This is an optimization exercise on Yosys and OpenROAD, whose aim is small area and a short achievable clock period, not a production implementation.
At most, simulation tests tie the RTL to the original design; equivalence was not proved.
Power is estimated from default activity; no workload was simulated.

## PE
module PE (
    input clk,
    input rst,
    input logic [31:0] PE_in_a,
    input logic [31:0] PE_in_b,
    output logic [31:0] PE_out_r
);
    logic [4:0] pm;      
    logic [5:0] pa;      
    logic       run;     
    always @(posedge clk or negedge rst) begin
        if (!rst) begin
            pm  <= 5'b00001;
            pa  <= 6'b000001;
            run <= 1'b0;
        end
        else begin
            pm <= {pm[3:0], pm[4]};
            pa <= {pa[4:0], pa[5]};
            if (pa[5])
                run <= 1'b1;
        end
    end
    logic [31:0] prod;
    fp_mult uut_1 (.clk(clk),
                   .load(pm[0]),
                   .first(pm[1]),
                   .store(pm[1] & ~pa[2]),
                   .a(PE_in_a),
                   .b(PE_in_b),
                   .result(prod));
    fp_add uut_2 (.clk(clk),
                  .rst(rst),
                  .add(pa[3]),
                  .update(pa[5] & run),
                  .run(run),
                  .b(prod),
                  .sum(PE_out_r));
endmodule
For scale: ~1800 cells after synthesis, roughly 260 flip-flops, about 98 I/O pins, roughly 0.018 sq mm of cells after synthesis.
==> module fp_mult, before the edit <==
module fp_mult (
    input  logic        clk,
    input  logic        load,
    input  logic        first,
    input  logic        store,
    input  logic [31:0] a,
    input  logic [31:0] b,
    output logic [31:0] result
);
    logic        sgn;        
    logic [7:0]  exp_a, exp_b;
    logic [22:0] man_a;
    logic [23:0] man_b;      
    logic        nz_b;       
    always @(posedge clk) begin
        if (load) begin
            sgn   <= a[31] ^ b[31];
            exp_a <= a[30:23];
            exp_b <= b[30:23];
            man_a <= a[22:0];
            man_b <= {1'b1, b[22:0]};
        end
        else begin
            man_b <= man_b >> 5;
        end
    end
    logic [4:0] digit;
    assign digit = man_b[4:0];
    always @(posedge clk)
        nz_b <= (first ? 1'b0 : nz_b) | (load ? |digit[2:0] : |digit);
    logic [25:0] acc_s, acc_c;
    logic        acc_e;
    logic [25:0] x;
    assign x = {1'b1, man_a, 2'b00};
    logic [25:0] ns, nc;
    logic        ne;
    fp_mult_step step (.x(x),
                       .d(digit),
                       .s(first ? 26'd0 : acc_s),
                       .c(first ? 26'd0 : acc_c),
                       .e(acc_e & ~first),
                       .ns(ns),
                       .nc(nc),
                       .ne(ne));
    always @(posedge clk) begin
        acc_s <= ns;
        acc_c <= nc;
        acc_e <= ne;
    end
    logic [7:0] e2;
    logic       s2, z2;
    always @(posedge clk) begin
        e2    <= exp_a + exp_b + 8'd129;
        s2    <= sgn;
        z2    <= (exp_a == 8'd0 && man_a == 23'd0) ||
                 (exp_b == 8'd0 && !nz_b && digit[2:0] == 3'd0);
    end
    logic [25:0] p;
    assign p = acc_s + acc_c + {25'd0, acc_e};
    logic [7:0]  e3;
    logic [22:0] m3;
    logic        ovf, unf;
    assign e3  = p[24] ? e2 + 8'd1 : e2;
    assign m3  = p[24] ? p[23:1] : p[22:0];
    assign ovf = p[24] ? (e2 == 8'hFE) : (e2 == 8'hFF);
    assign unf = p[24] ? (e2 == 8'hFF) : (e2 == 8'h00);
    always @(posedge clk) begin
        if (store) begin
            if (z2)
                result <= 32'd0;
            else if (ovf)
                result <= {s2, 8'hFF, 23'd0};
            else if (unf)
                result <= {s2, 8'h00, 23'd0};
            else
                result <= {s2, e3, m3};
        end
    end
endmodule
Settings: LEC_CHECK=0, CAP_MARGIN=20, CORE_MARGIN=2, CORE_UTILIZATION=40, SLEW_MARGIN=20; clock period 12.0 ns.
standard.sh (not shown) runs the stock make flow with config.mk's settings and CLKGATE_MAP_FILE= SYNTH_SCRIPT=/design/flow/synth_recipe.tcl, a recipe that flattens the netlist after the stock synthesis.
==> flow/flow/run.sh <==
#!/bin/bash
set -euo pipefail
bash standard.sh finish SETUP_SLACK_MARGIN=8.5 "BUFFER_PORTS_ARGS=-buffer_cell sky130_fd_sc_hd__buf_2" > flow.log 2>&1
==> next run, changes <==
--- a/flow/design.v
+++ b/flow/design.v
@@ -8,17 +8,17 @@
     input  logic [31:0] b,
     output logic [31:0] result
 );
     logic        sgn;        
-    logic [7:0]  exp_a, exp_b;
+    logic [7:0]  exp_s;      
+    logic        zero;       
     logic [22:0] man_a;
     logic [23:0] man_b;      
-    logic        nz_b;       
     always @(posedge clk) begin
         if (load) begin
             sgn   <= a[31] ^ b[31];
-            exp_a <= a[30:23];
-            exp_b <= b[30:23];
+            exp_s <= a[30:23] + b[30:23] + 8'd129;
+            zero  <= (a[30:0] == 31'd0) || (b[30:0] == 31'd0);
             man_a <= a[22:0];
             man_b <= {1'b1, b[22:0]};
         end
         else begin
@@ -26,10 +26,8 @@
         end
     end
     logic [4:0] digit;
     assign digit = man_b[4:0];
-    always @(posedge clk)
-        nz_b <= (first ? 1'b0 : nz_b) | (load ? |digit[2:0] : |digit);
     logic [25:0] acc_s, acc_c;
     logic        acc_e;
     logic [25:0] x;
     assign x = {1'b1, man_a, 2'b00};
@@ -50,12 +48,11 @@
     end
     logic [7:0] e2;
     logic       s2, z2;
     always @(posedge clk) begin
-        e2    <= exp_a + exp_b + 8'd129;
-        s2    <= sgn;
-        z2    <= (exp_a == 8'd0 && man_a == 23'd0) ||
-                 (exp_b == 8'd0 && !nz_b && digit[2:0] == 3'd0);
+        e2 <= exp_s;
+        s2 <= sgn;
+        z2 <= zero;
     end
     logic [25:0] p;
     assign p = acc_s + acc_c + {25'd0, acc_e};
     logic [7:0]  e3;
Outcome: Flip-flop and latch count shrinks by 8. Wire length grows by a few percent. Final cell count grows slightly. Synthesized cell count grows slightly. Final area shrinks slightly. Die area shrinks slightly. Worst setup slack loses 150 ps. Total power shrinks by a little under a tenth. Global-route usage grows by 0.91 points. Via count grows slightly. Critical path depth grows by 4. Core utilization is about the same. Non-clock buffer count grows by 24. Clock-buffer cell count grows by 1.
No functional check of the RTL was part of any run of this note.

========
## wip/juniper
Another version of the RTL of PE (not shown whole).
For scale: ~1600 cells after synthesis, roughly 260 flip-flops, roughly 98 I/O pins, about 17000 µm² of cells after synthesis.
==> module fp_add, before the edit <==
module fp_add (
    input  logic        clk,
    input  logic        rst,
    input  logic        add,
    input  logic        update,
    input  logic        run,
    input  logic [31:0] b,
    output logic [31:0] sum
);
    logic [31:0] a;
    assign a = sum;
    logic za, zb;
    always @(posedge clk)
        za <= (a[30:0] == 31'd0);
    assign zb = (b[30:23] == 8'd0);
    logic [23:0] man_a, man_b;
    assign man_a = {~za, a[22:0]};
    assign man_b = {~zb, b[22:0]};
    logic [8:0] diff;
    logic [7:0] mag;
    assign diff = {1'b0, a[30:23]} - {1'b0, b[30:23]};
    assign mag  = diff[8] ? -diff[7:0] : diff[7:0];
    logic       swap;
    logic [4:0] shamt;
    always @(posedge clk) begin
        swap  <= diff[8];
        shamt <= (mag[7:5] != 3'd0) ? 5'd31 : mag[4:0];
    end
    logic        swap_r;
    logic [23:0] minor;
    always @(posedge clk) begin
        swap_r <= swap;
        minor  <= (swap ? man_a : man_b) >> shamt;
    end
    logic        larger;     
    logic        s_sgn;
    logic [7:0]  s_exp;
    logic [24:0] s_man;
    always @(posedge clk) begin
        if (add) begin
            s_sgn <= (za && zb) ? 1'b0 : (larger ? a[31] : b[31]);
            s_exp <= swap_r ? b[30:23] : a[30:23];
            s_man <= {1'b0, swap_r ? man_b : man_a} + {1'b0, minor};
        end
    end
    always @(posedge clk or negedge rst) begin
        if (!rst)
            larger <= 1'b0;
        else if (add && run)
            larger <= !diff[8] && (diff[7:0] != 8'd0 || a[22:0] > b[22:0]);
    end
    logic norm;
    assign norm = s_man[24] && !s_man[23] && (s_exp != 8'd0);
    always @(posedge clk or negedge rst) begin
        if (!rst)
            sum <= 32'd0;
        else if (update)
            sum <= {s_sgn, s_exp + {7'd0, norm}, norm ? s_man[23:1] : s_man[22:0]};
    end
endmodule
Settings: LEC_CHECK=0, CAP_MARGIN=20, CORE_MARGIN=2, CORE_UTILIZATION=55, CTS_CLUSTER_DIAMETER=80, CTS_CLUSTER_SIZE=24, SLEW_MARGIN=20; clock period 12.0 ns.
==> flow/flow/run.sh <==
#!/bin/bash
set -euo pipefail
bash standard.sh finish SETUP_SLACK_MARGIN=8.4 "BUFFER_PORTS_ARGS=-buffer_cell sky130_fd_sc_hd__buf_2" SYNTH_KEEP_MODULES=fp_fa > flow.log 2>&1
## Diff of input files: wip/onyx against wip/juniper
--- a/flow/design.v
+++ b/flow/design.v
@@ -571,12 +571,10 @@
     output logic [31:0] sum
 );
     logic [31:0] a;
     assign a = sum;
     logic za, zb;
-    always @(posedge clk)
-        za <= (a[30:0] == 31'd0);
     assign zb = (b[30:23] == 8'd0);
     logic [23:0] man_a, man_b;
     assign man_a = {~za, a[22:0]};
     assign man_b = {~zb, b[22:0]};
     logic [8:0] diff;
@@ -612,15 +610,21 @@
         else if (add && run)
             larger <= !diff[8] && (diff[7:0] != 8'd0 || a[22:0] > b[22:0]);
     end
     logic norm;
     assign norm = s_man[24] && !s_man[23] && (s_exp != 8'd0);
+    logic [31:0] next;
+    assign next = {s_sgn, s_exp + {7'd0, norm}, norm ? s_man[23:1] : s_man[22:0]};
     always @(posedge clk or negedge rst) begin
-        if (!rst)
+        if (!rst) begin
             sum <= 32'd0;
-        else if (update)
-            sum <= {s_sgn, s_exp + {7'd0, norm}, norm ? s_man[23:1] : s_man[22:0]};
+            za  <= 1'b1;
+        end
+        else if (update) begin
+            sum <= next;
+            za  <= (next[30:0] == 31'd0);
+        end
     end
 endmodule
 `timescale 1ns/1ps
 module PE (
     input clk,
wip/onyx went all the way through synthesis, placement and routing and the layout is clean on timing, DRC and antenna. Multi-input logic cell count: wip/onyx and wip/juniper compared, higher one is wip/onyx. wip/onyx ended up with more standard cells than wip/juniper. Per the comparison of wip/onyx with wip/juniper, worst-skew pair later-pin latency dropped 0.02 ns, share of the final layout cell area in sequential cells shows an increase of 0.50 points, cell depth of the worst setup path saw little to no change, signed area change from the synthesized netlist to the final layout lost 1.3 points. | final cycle utilization of the critical path | wip/juniper vs wip/onyx | ≈ equal |. Where first-pass GRT wire length is concerned, wip/juniper is outperformed by wip/onyx. Hold slack delta for wip/onyx relative to wip/juniper: 0.0074 ns lower. wip/juniper and wip/onyx ended up with roughly the same synthesized area. Number of filler cells placed in the layout in wip/onyx is 2.1% lower than in wip/juniper.
For wip/juniper, only the layout was checked, not whether the RTL still works.

==> port drivers added, routing unchanged <==
The results above use ideal ports. As a check the final layouts listed here were re-extracted and re-timed, cells and wires unchanged.
Step 1: set_driving_cell puts a clkbuf_16 on clk and a buf_2 on each other input, an assumption about the parent block.
Step 2 moves the port delays by t, midway between the first and last clock arrival at a register: inputs arrive t later, outputs are due t later. That takes back most of the time a late clock gives input paths.
Three values: no drivers, after step 1, after step 2; two values: the first two.
run | t (ns) | slack for setup (ns) | hold WS [ns] | clock arrival spread, ns | pins driven straight from the clock port
the first run of note 1 | 0.645 | 7.976 / 7.976 / 7.976 | 0.340 / 0.340 / 0.340 | 0.015 / 0.015 | 1
the second run of note 1 | 0.647 | 7.823 / 7.823 / 7.809 | 0.336 / 0.336 / 0.336 | 0.023 / 0.023 | 1
wip/juniper | 0.568 | 8.430 / 8.379 / 8.049 | 0.362 / 0.362 / 0.362 | 0.026 / 0.026 | 1
wip/onyx | 0.557 | 8.434 / 8.383 / 7.977 | 0.355 / 0.355 / 0.355 | 0.014 / 0.014 | 1
After both steps setup and hold are still met in every run listed. The setup slack of wip/onyx, which loses most, moves by -0.051 ns with the drivers and by -0.457 ns with both steps.
